Background: an optimization exercise with open tools, aiming at a short achievable clock period and few clock cycles. Do not read the settings as production practice.
Only simulation tests tie the RTL to the original design; equivalence was not proved.
Power and IR drop assume default switching activity.

## 10-18
Design Uniciclo, start of the top module:
module Uniciclo (
    input  logic        clockCPU,
    input  logic        reset,
    input  logic [4:0]  RegIn,
    output logic [31:0] PC,
    input  logic [31:0] Instr,
    output logic [31:0] MemAddr, MemWrData,
    output logic        MemWrEn,
    input  logic [31:0] MemRdData,
    output logic [31:0] RegOut
    );
Settings: LEC_CHECK=0, CAP_MARGIN=20, CORE_MARGIN=2, CORE_UTILIZATION=33, PLACE_DENSITY=0.42, SETUP_SLACK_MARGIN=0.6, SLEW_MARGIN=20; clock period 10.0 ns.
standard.sh (not shown) runs the stock make flow with config.mk's settings and CLKGATE_MAP_FILE= SYNTH_SCRIPT=/design/flow/synth_recipe.tcl, a recipe that flattens the netlist after the stock synthesis.
==> flow/flow/run.sh <==
#!/bin/bash
# Layout flow: the standard ORFS flow (standard.sh) with these changes:
#  - synthesis leaves adders to ABC instead of mapping full/half-adder cells,
#    and ABC maps with a shorter script (flow/abc_speed.script: choices,
#    then delay-oriented mapping and sizing);
#  - a few slow cells (4-input ORs, 4-input muxes, majority gates, ...) are
#    not used (a222oi, which comes in one size only, too).
# Each tool's output stays in its ORFS log under orfs/logs; make's output
# goes to flow_make.log.
set -euo pipefail
MARGIN=6.8
SLOW=""
for c in or4_1 or4_2 or4_4 or4b_1 or4b_2 or4b_4 or4bb_1 or4bb_2 or4bb_4 \
         or3_1 or3_2 or3_4 or3b_1 or3b_2 or3b_4 mux4_1 mux4_2 mux4_4 \
         nor4b_1 nor4b_2 nor4b_4 nor4bb_1 nor4bb_2 nor4bb_4 \
         a2111o_1 a2111o_2 a2111o_4 o2111a_1 o2111a_2 o2111a_4 o41a_1 o41a_2 o41a_4 \
         maj3_1 maj3_2 maj3_4 a222oi_1; do
    SLOW="$SLOW sky130_fd_sc_hd__$c"
done
PLAT=$(make -s -C "$FLOW_HOME" DESIGN_CONFIG="$FLOW_CONFIG" WORK_HOME="$(pwd)/orfs" \
       print-DONT_USE_CELLS 2>/dev/null | sed -n 's/^DONT_USE_CELLS: //p')
echo "platform dont-use: $PLAT" > dont_use.log
[ -n "$PLAT" ]
DU="$PLAT$SLOW"
# ORFS's scripts, with our ABC script
rm -rf scripts_abc
cp -r "$FLOW_HOME/scripts" scripts_abc
cp flow/abc_speed.script scripts_abc/abc_speed.script
SD="$(pwd)/scripts_abc"
sed -E "s|SETUP_SLACK_MARGIN=[^ ]+|SETUP_SLACK_MARGIN=${MARGIN} ADDER_MAP_FILE= SCRIPTS_DIR=${SD} 'DONT_USE_CELLS=${DU}'|" standard.sh > std_custom.sh
grep -q "SETUP_SLACK_MARGIN=${MARGIN}" std_custom.sh
bash std_custom.sh > flow_make.log 2>&1
==> flow/flow/abc_speed.script <==
&get -n
&st
&dch
&nf 
&put
buffer -c
topo
stime -c
upsize -c 
dnsize -c 
Testbench counts of 10-18, summed over its fixed seeds: cycles 91,842.
--- input diff 10-18..11-13 ---
--- a/flow/design.v
+++ b/flow/design.v
@@ -530,15 +530,14 @@
     input  wire         iCLK, iRST,
     input  wire         iRegWrite,
     input  wire  [4:0]  iWriteRegister,
     input  wire  [31:0] iWriteData,
     input  wire  [31:0] iReadSel1, iReadSel2,    
     output wire  [31:0] oReadData1, oReadData2,
     output wire  [11:0] oReadBase,               
-    output wire  [31:0] oOk,                     
     input  wire  [4:0]  iRegDispSelect,          
     output reg   [31:0] oRegDisp                 
     );
 localparam
     ZERO        = 32'd0,
     OPAND       = 5'd0,
     OPOR        = 5'd1,
@@ -599,16 +598,15 @@
         assign vals12[12*gi +: 12] = rf[gi][11:0];
     end
 endgenerate
 wire [31:0] ok_all = {rf_ok, 1'b1};     
 wire [31:0] disp;
 PortaLeitura #(32) porta1 (.iSel(iReadSel1), .iVals(vals), .iOk(ok_all), .oData(oReadData1));
 PortaLeitura #(32) porta2 (.iSel(iReadSel2), .iVals(vals), .iOk(ok_all), .oData(oReadData2));
-PortaDados   #(12) portaB (.iSel(iReadSel1), .iVals(vals12), .oData(oReadBase));
-assign oOk = ok_all;
+PortaLeitura #(12) portaB (.iSel(iReadSel1), .iVals(vals12), .iOk(ok_all), .oData(oReadBase));
 PortaLeitura #(32) portaD (.iSel(32'b1 << iRegDispSelect), .iVals(vals), .iOk(ok_all), .oData(disp));
 always @(posedge iCLK)
     oRegDisp <= disp;
 always @(posedge iCLK)
 begin
     if (iRegWrite)
         rf[iWriteRegister] <= iWriteData;
@@ -687,34 +685,14 @@
                 t[j] = t[2*j] | t[2*j+1];
         le = t[0];
     end
 endfunction
 wire ok = |(iSel & iOk);
 assign oData = ({W{ok}} & le(iSel)) | ({W{iSel[2] & ~iOk[2]}} & STACK_ADDRESS[W-1:0]);
 endmodule
-module PortaDados #(parameter W = 12) (
-    input  wire [31:0]     iSel,
-    input  wire [32*W-1:0] iVals,
-    output wire [W-1:0]    oData
-    );
-function [W-1:0] le;
-    input [31:0] sel;
-    integer j, k;
-    reg [W-1:0] t [0:31];
-    begin
-        for (j = 0; j < 32; j = j + 1)
-            t[j] = {W{sel[j]}} & iVals[W*j +: W];
-        for (k = 16; k > 0; k = k / 2)
-            for (j = 0; j < k; j = j + 1)
-                t[j] = t[2*j] | t[2*j+1];
-        le = t[0];
-    end
-endfunction
-assign oData = le(iSel);
-endmodule
 module Uniciclo (
     input  logic        clockCPU,
     input  logic        reset,
     input  logic [4:0]  RegIn,
     output logic [31:0] PC,
     input  logic [31:0] Instr,
     output logic [31:0] MemAddr, MemWrData,
@@ -889,21 +867,19 @@
 wire        e_fwd_ok = e_valid & e_wr;          
 wire        d_e1 = e_fwd_ok & (e_rd == rs1);
 wire        d_e2 = e_fwd_ok & (e_rd == rs2);
 wire        d_m1 = m_wen & (m_rd == rs1);
 wire        d_m2 = m_wen & (m_rd == rs2);
 wire [31:0] d_rf1, d_rf2;
 wire [11:0] d_rfb;
-wire [31:0] rf_okv;                     
-reg         d_ok1;                      
 Registers bancoReg (
     .iCLK(clockCPU), .iRST(reset),
     .iRegWrite(m_wen), .iWriteRegister(m_rd), .iWriteData(m_wb),
     .iReadSel1(d_oh1), .iReadSel2(d_oh2),
-    .oReadData1(d_rf1), .oReadData2(d_rf2), .oReadBase(d_rfb), .oOk(rf_okv),
+    .oReadData1(d_rf1), .oReadData2(d_rf2), .oReadBase(d_rfb),
     .iRegDispSelect(RegIn), .oRegDisp(RegOut)
 );
 wire        s1_e  = d_e1;
 wire        s1_m  = ~d_e1 & d_m1;
 wire        s1_rf = ~d_e1 & ~d_m1;
 wire        sb_i  = d_useimm;
 wire        sb_e  = ~d_useimm & d_e2;
@@ -918,16 +894,15 @@
 wire [31:0] tc     = (d_pc & d_bimm) | ((d_pc ^ d_bimm) & ~d_ptgt);
 wire        tgt_ok = (tx == {tc[30:0], 1'b0});
 wire [31:0] d_jk0, d_jk1;
 ks_adder #(32, 5) subJalr0 (.iA(d_ptgt), .iB(~immI), .iCin(1'b1), .oSum(d_jk0), .oCarry());
 ks_adder #(32, 5) subJalr1 (.iA({d_ptgt[31:1], 1'b1}), .iB(~immI), .iCin(1'b1), .oSum(d_jk1), .oCarry());
 wire        d_mis_t = ~(d_pred & tgt_ok);
 wire        d_mis_n = d_pred;
-wire        d_early = d_valid & d_lw & ~d_e1 & (d_m1 | d_ok1) &
-                      ~(e_valid & (e_store | (e_load & ~e_eload)));
+wire        d_early = d_valid & d_lw & ~d_e1 & ~(e_valid & (e_store | (e_load & ~e_eload)));
 wire [11:0] d_lsum_rf, d_lsum_m;
 ks_adder #(12, 4) somaEndR (.iA(d_rfb), .iB(immI[11:0]), .iCin(1'b0), .oSum(d_lsum_rf), .oCarry());
 ks_adder #(12, 4) somaEndM (.iA(m_wb[11:0]),  .iB(immI[11:0]), .iCin(1'b0), .oSum(d_lsum_m),  .oCarry());
 wire [11:0] d_lsum = s1_m ? d_lsum_m : d_lsum_rf;
 function [31:0] fwd_res;
     input        sel;
     input [31:0] f_sum, f_diff;
@@ -975,16 +950,14 @@
 begin
     PC   <= pc_next;
     pc_n <= ~pc_next;
 end
 always @(posedge clockCPU)
 begin
     d_oh1 <= 32'b1 << (d_stall ? ir[19:15] : Instr[19:15]);
-    d_ok1 <= rf_okv[d_stall ? ir[19:15] : Instr[19:15]] |
-             (m_wen & (m_rd == (d_stall ? ir[19:15] : Instr[19:15])));
     d_oh2 <= 32'b1 << (d_stall ? ir[24:20] : Instr[24:20]);
 end
 always @(posedge clockCPU)
 begin
     if (~d_stall) begin                      
         ir     <= Instr;
         d_pc   <= pc_i;
[summary]
11-13 reports its type of the setup path with the least slack as flip-flop to flip-flop while 10-18 reports flip-flop to primary output.
[compare] base=10-18 new=11-13: multiplexer area fraction after synthesis ~0 delta, number of clock buffer instances in the layout went up 17, design area dropped about 0.8%.
Higher met3 track demand over resource among 10-18 and 11-13: 11-13
[11-13 vs 10-18] width of the die: lower in 11-13
Testbench counts of 11-13, summed over its fixed seeds: cycles 91,836.

---

Another version of the RTL of Uniciclo (not shown whole).
For scale: ~9300 cells after synthesis, about 2000 flip-flops, ~200 I/O pins, ~0.10 mm² of cells after synthesis.
Settings: LEC_CHECK=0, CAP_MARGIN=20, CORE_MARGIN=2, CORE_UTILIZATION=33, PLACE_DENSITY=0.42, SETUP_SLACK_MARGIN=0.6, SLEW_MARGIN=20; clock period 10.0 ns.
==> flow/flow/run.sh <==
#!/bin/bash
# Layout flow: the standard ORFS flow (standard.sh) with these changes:
#  - synthesis leaves adders to ABC instead of mapping full/half-adder cells,
#    and ABC maps with a shorter script (flow/abc_speed.script: choices,
#    then delay-oriented mapping and sizing);
#  - a few slow cells (4-input ORs, 4-input muxes, majority gates, ...) are
#    not used (a222oi, which comes in one size only, too);
#  - after placement, the flip-flops that drive output ports are moved next
#    to the ports' buffers (flow/move_out_ffs.tcl, log in move_out_ffs.log).
# Each tool's output stays in its ORFS log under orfs/logs; make's output
# goes to flow_make.log.
set -euo pipefail
MARGIN=6.8
SLOW=""
for c in or4_1 or4_2 or4_4 or4b_1 or4b_2 or4b_4 or4bb_1 or4bb_2 or4bb_4 \
         or3_1 or3_2 or3_4 or3b_1 or3b_2 or3b_4 mux4_1 mux4_2 mux4_4 \
         nor4b_1 nor4b_2 nor4b_4 nor4bb_1 nor4bb_2 nor4bb_4 \
         a2111o_1 a2111o_2 a2111o_4 o2111a_1 o2111a_2 o2111a_4 o41a_1 o41a_2 o41a_4 \
         maj3_1 maj3_2 maj3_4 a222oi_1; do
    SLOW="$SLOW sky130_fd_sc_hd__$c"
done
PLAT=$(make -s -C "$FLOW_HOME" DESIGN_CONFIG="$FLOW_CONFIG" WORK_HOME="$(pwd)/orfs" \
       print-DONT_USE_CELLS 2>/dev/null | sed -n 's/^DONT_USE_CELLS: //p')
echo "platform dont-use: $PLAT" > dont_use.log
[ -n "$PLAT" ]
DU="$PLAT$SLOW"
# ORFS's scripts, with our ABC script
rm -rf scripts_abc
cp -r "$FLOW_HOME/scripts" scripts_abc
cp flow/abc_speed.script scripts_abc/abc_speed.script
SD="$(pwd)/scripts_abc"
sed -E "s|SETUP_SLACK_MARGIN=[^ ]+|SETUP_SLACK_MARGIN=${MARGIN} ADDER_MAP_FILE= SCRIPTS_DIR=${SD} 'DONT_USE_CELLS=${DU}'|" standard.sh > std_custom.sh
grep -q "SETUP_SLACK_MARGIN=${MARGIN}" std_custom.sh
# placement, then the output flip-flops moved next to their ports' buffers,
# then the rest of the flow from clock tree synthesis on
bash std_custom.sh place > flow_make.log 2>&1
PLACED=$(ls orfs/results/*/*/*/3_place.odb)
ODB="$PLACED" openroad -no_init -exit flow/move_out_ffs.tcl > move_out_ffs.log 2>&1
grep -q "moved" move_out_ffs.log
bash std_custom.sh >> flow_make.log 2>&1
Scripts as last shown in full above: flow/flow/abc_speed.script
Other scripts of this flow, unchanged in this note and not shown: flow/flow/move_out_ffs.tcl
Testbench counts at the start, summed over its fixed seeds: cycles 89,603.
Edit:
--- a/flow/design.v
+++ b/flow/design.v
@@ -530,22 +530,23 @@
       end
    endcase
 end
 endmodule
 module Registers (
     input  wire         iCLK, iRST,
     input  wire         iRegWrite,
     input  wire  [4:0]  iWriteRegister,
     input  wire  [31:0] iWriteData,
     input  wire  [31:0] iReadSel1, iReadSel2,    
     output wire  [31:0] oReadData1, oReadData2,
+    input  wire  [31:0] iReadSelB,               
     output wire  [11:0] oReadBase,               
     output wire  [31:0] oOk,                     
     input  wire         iWrite0, iWrite1,        
     output wire  [31:0] oIs0, oIs1,              
     input  wire  [4:0]  iRegDispSelect,          
     output reg   [31:0] oRegDisp                 
     );
 localparam
     ZERO        = 32'd0,
     OPAND       = 5'd0,
     OPOR        = 5'd1,
@@ -603,23 +604,23 @@
 genvar gi;
 generate
     for (gi = 1; gi < 32; gi = gi + 1) begin : valor
         assign vals[32*gi +: 32]   = rf[gi];
         assign vals12[12*gi +: 12] = rf[gi][11:0];
     end
 endgenerate
 wire [31:0] ok_all = {rf_ok, 1'b1};     
 wire [31:0] disp;
 PortaLeitura #(32) porta1 (.iSel(iReadSel1), .iVals(vals), .iOk(ok_all), .oData(oReadData1));
 PortaLeitura #(32) porta2 (.iSel(iReadSel2), .iVals(vals), .iOk(ok_all), .oData(oReadData2));
-PortaDados   #(12) portaB (.iSel(iReadSel1), .iVals(vals12), .oData(oReadBase));
+PortaDados   #(12) portaB (.iSel(iReadSelB), .iVals(vals12), .oData(oReadBase));
 assign oOk = ok_all;
 PortaLeitura #(32) portaD (.iSel(32'b1 << iRegDispSelect), .iVals(vals), .iOk(ok_all), .oData(disp));
 always @(posedge iCLK)
     oRegDisp <= disp;
 always @(posedge iCLK)
 begin
     if (iRegWrite)
         rf[iWriteRegister] <= iWriteData;
 end
 always @(posedge iCLK or posedge iRST)
 begin
@@ -913,30 +914,32 @@
 wire [31:0] m_wb   = m_load ? MemRdData : m_res;
 wire        m_wen  = m_valid & m_wr;            
 wire        e_fwd_ok = e_valid & e_wr;          
 reg         d_e1, d_e2, d_m1, d_m2;
 wire [31:0] d_rf1, d_rf2;
 wire [31:0] rf_is0, rf_is1;             
 reg         d_is0_1, d_is1_1, d_is0_2, d_is1_2;    
 wire        m_res0 = (m_res == 32'd0);
 wire        m_res1 = (m_res == 32'd1);
 wire        m_wb0  = m_load ? (MemRdData == 32'd0) : m_res0;
 wire        m_wb1  = m_load ? (MemRdData == 32'd1) : m_res1;
-wire [11:0] d_rfb;
+wire [11:0] n_rfb;                      
+reg  [11:0] d_rfb;                      
 wire [31:0] rf_okv;                     
 reg         d_ok1;                      
 Registers bancoReg (
     .iCLK(clockCPU), .iRST(reset),
     .iRegWrite(m_wen), .iWriteRegister(m_rd), .iWriteData(m_wb),
     .iReadSel1(d_oh1), .iReadSel2(d_oh2),
-    .oReadData1(d_rf1), .oReadData2(d_rf2), .oReadBase(d_rfb), .oOk(rf_okv),
+    .oReadData1(d_rf1), .oReadData2(d_rf2), .iReadSelB(32'b1 << n_rs1), .oReadBase(n_rfb),
+    .oOk(rf_okv),
     .iWrite0(m_wb0), .iWrite1(m_wb1),
     .oIs0(rf_is0), .oIs1(rf_is1),
     .iRegDispSelect(RegIn), .oRegDisp(RegOut)
 );
 wire        s1_e  = d_e1;
 wire        s1_m  = ~d_e1 & d_m1;
 wire        s1_rf = ~d_e1 & ~d_m1;
 wire        sb_i  = d_useimm;
 wire        sb_e  = ~d_useimm & d_e2;
 wire        sb_m  = ~d_useimm & ~d_e2 & d_m2;
 wire        sb_rf = ~d_useimm & ~d_e2 & ~d_m2;
@@ -1030,22 +1033,23 @@
 always @(posedge clockCPU)
 begin
     d_e1 <= ~d_stall & d_valid & d_wr & (rd != 5'd0) & (n_rs1 == rd);
     d_e2 <= ~d_stall & d_valid & d_wr & (rd != 5'd0) & (n_rs2 == rd);
     d_m1 <= e_fwd_ok & (e_rd == n_rs1);
     d_m2 <= e_fwd_ok & (e_rd == n_rs2);
 end
 always @(posedge clockCPU)
 begin
     d_oh1   <= 32'b1 << n_rs1;
     d_ok1   <= rf_okv[n_rs1] | n_m1;       
+    d_rfb   <= n_m1 ? m_wb[11:0] : n_rfb;
     d_oh2   <= 32'b1 << n_rs2;
     d_is0_1 <= n_m1 ? m_wb0 : rf_is0[n_rs1];
     d_is1_1 <= n_m1 ? m_wb1 : rf_is1[n_rs1];
     d_is0_2 <= n_m2 ? m_wb0 : rf_is0[n_rs2];
     d_is1_2 <= n_m2 ? m_wb1 : rf_is1[n_rs2];
 end
 always @(posedge clockCPU)
 begin
     if (~d_stall) begin                      
         ir     <= Instr;
         d_pc   <= pc_i;
First-iteration DRC count came out higher by 19%.
Clock power went down by 2.2%.
Total power increases by 0.77%.
Routed wire length is higher by 12%.
Count of clock-buffer cells in the layout rose by 9.
Utilization increases by 0.66 points.
Clock skew is about the same.
Sequential power goes up by about 1%.
Combinational power went up by 8.2%.
Die area came out higher by 2.7%.
Testbench counts after the change, summed over its fixed seeds: cycles 89,603.

==> port drivers added, routing unchanged <==
The results above use ideal ports. As a check the final layouts listed here were re-extracted and re-timed, cells and wires unchanged. Step 1 (the two cells are an assumption about what drives the block):
set clk [get_ports {clockCPU}]
set_driving_cell -lib_cell sky130_fd_sc_hd__clkbuf_16 $clk
set_driving_cell -lib_cell sky130_fd_sc_hd__buf_2 [delete_from_list [all_inputs] $clk]
Step 2 adds t to the input delays and takes it off the output delays; t is the mean of the earliest and latest rising clock arrival at the registers after step 1. Input paths then give back, and output paths get back, about the clock's delay inside the block. Three values: no drivers, after step 1, after step 2; two values: the first two.
| run | t (ns) | slack for setup (ns) | slew at the worst register clock pin (ns) | cell pins on the clock port's net |
|---|---|---|---|---|
| 10-18 | 1.019 | 6.470 / 6.378 / 5.566 | 0.07 / 0.07 | 1 |
| 11-13 | 0.997 | 6.371 / 6.371 / 5.548 | 0.07 / 0.07 | 1 |
| the first run of note 2 | 1.035 | 6.499 / 6.469 / 5.528 | 0.07 / 0.07 | 1 |
| the second run of note 2 | 1.053 | 6.517 / 6.448 / 5.497 | 0.07 / 0.07 | 1 |
After both steps setup and hold are still met in every run listed. The setup slack of the second run of note 2, which loses most, moves by -0.069 ns with the drivers and by -1.020 ns with both steps.
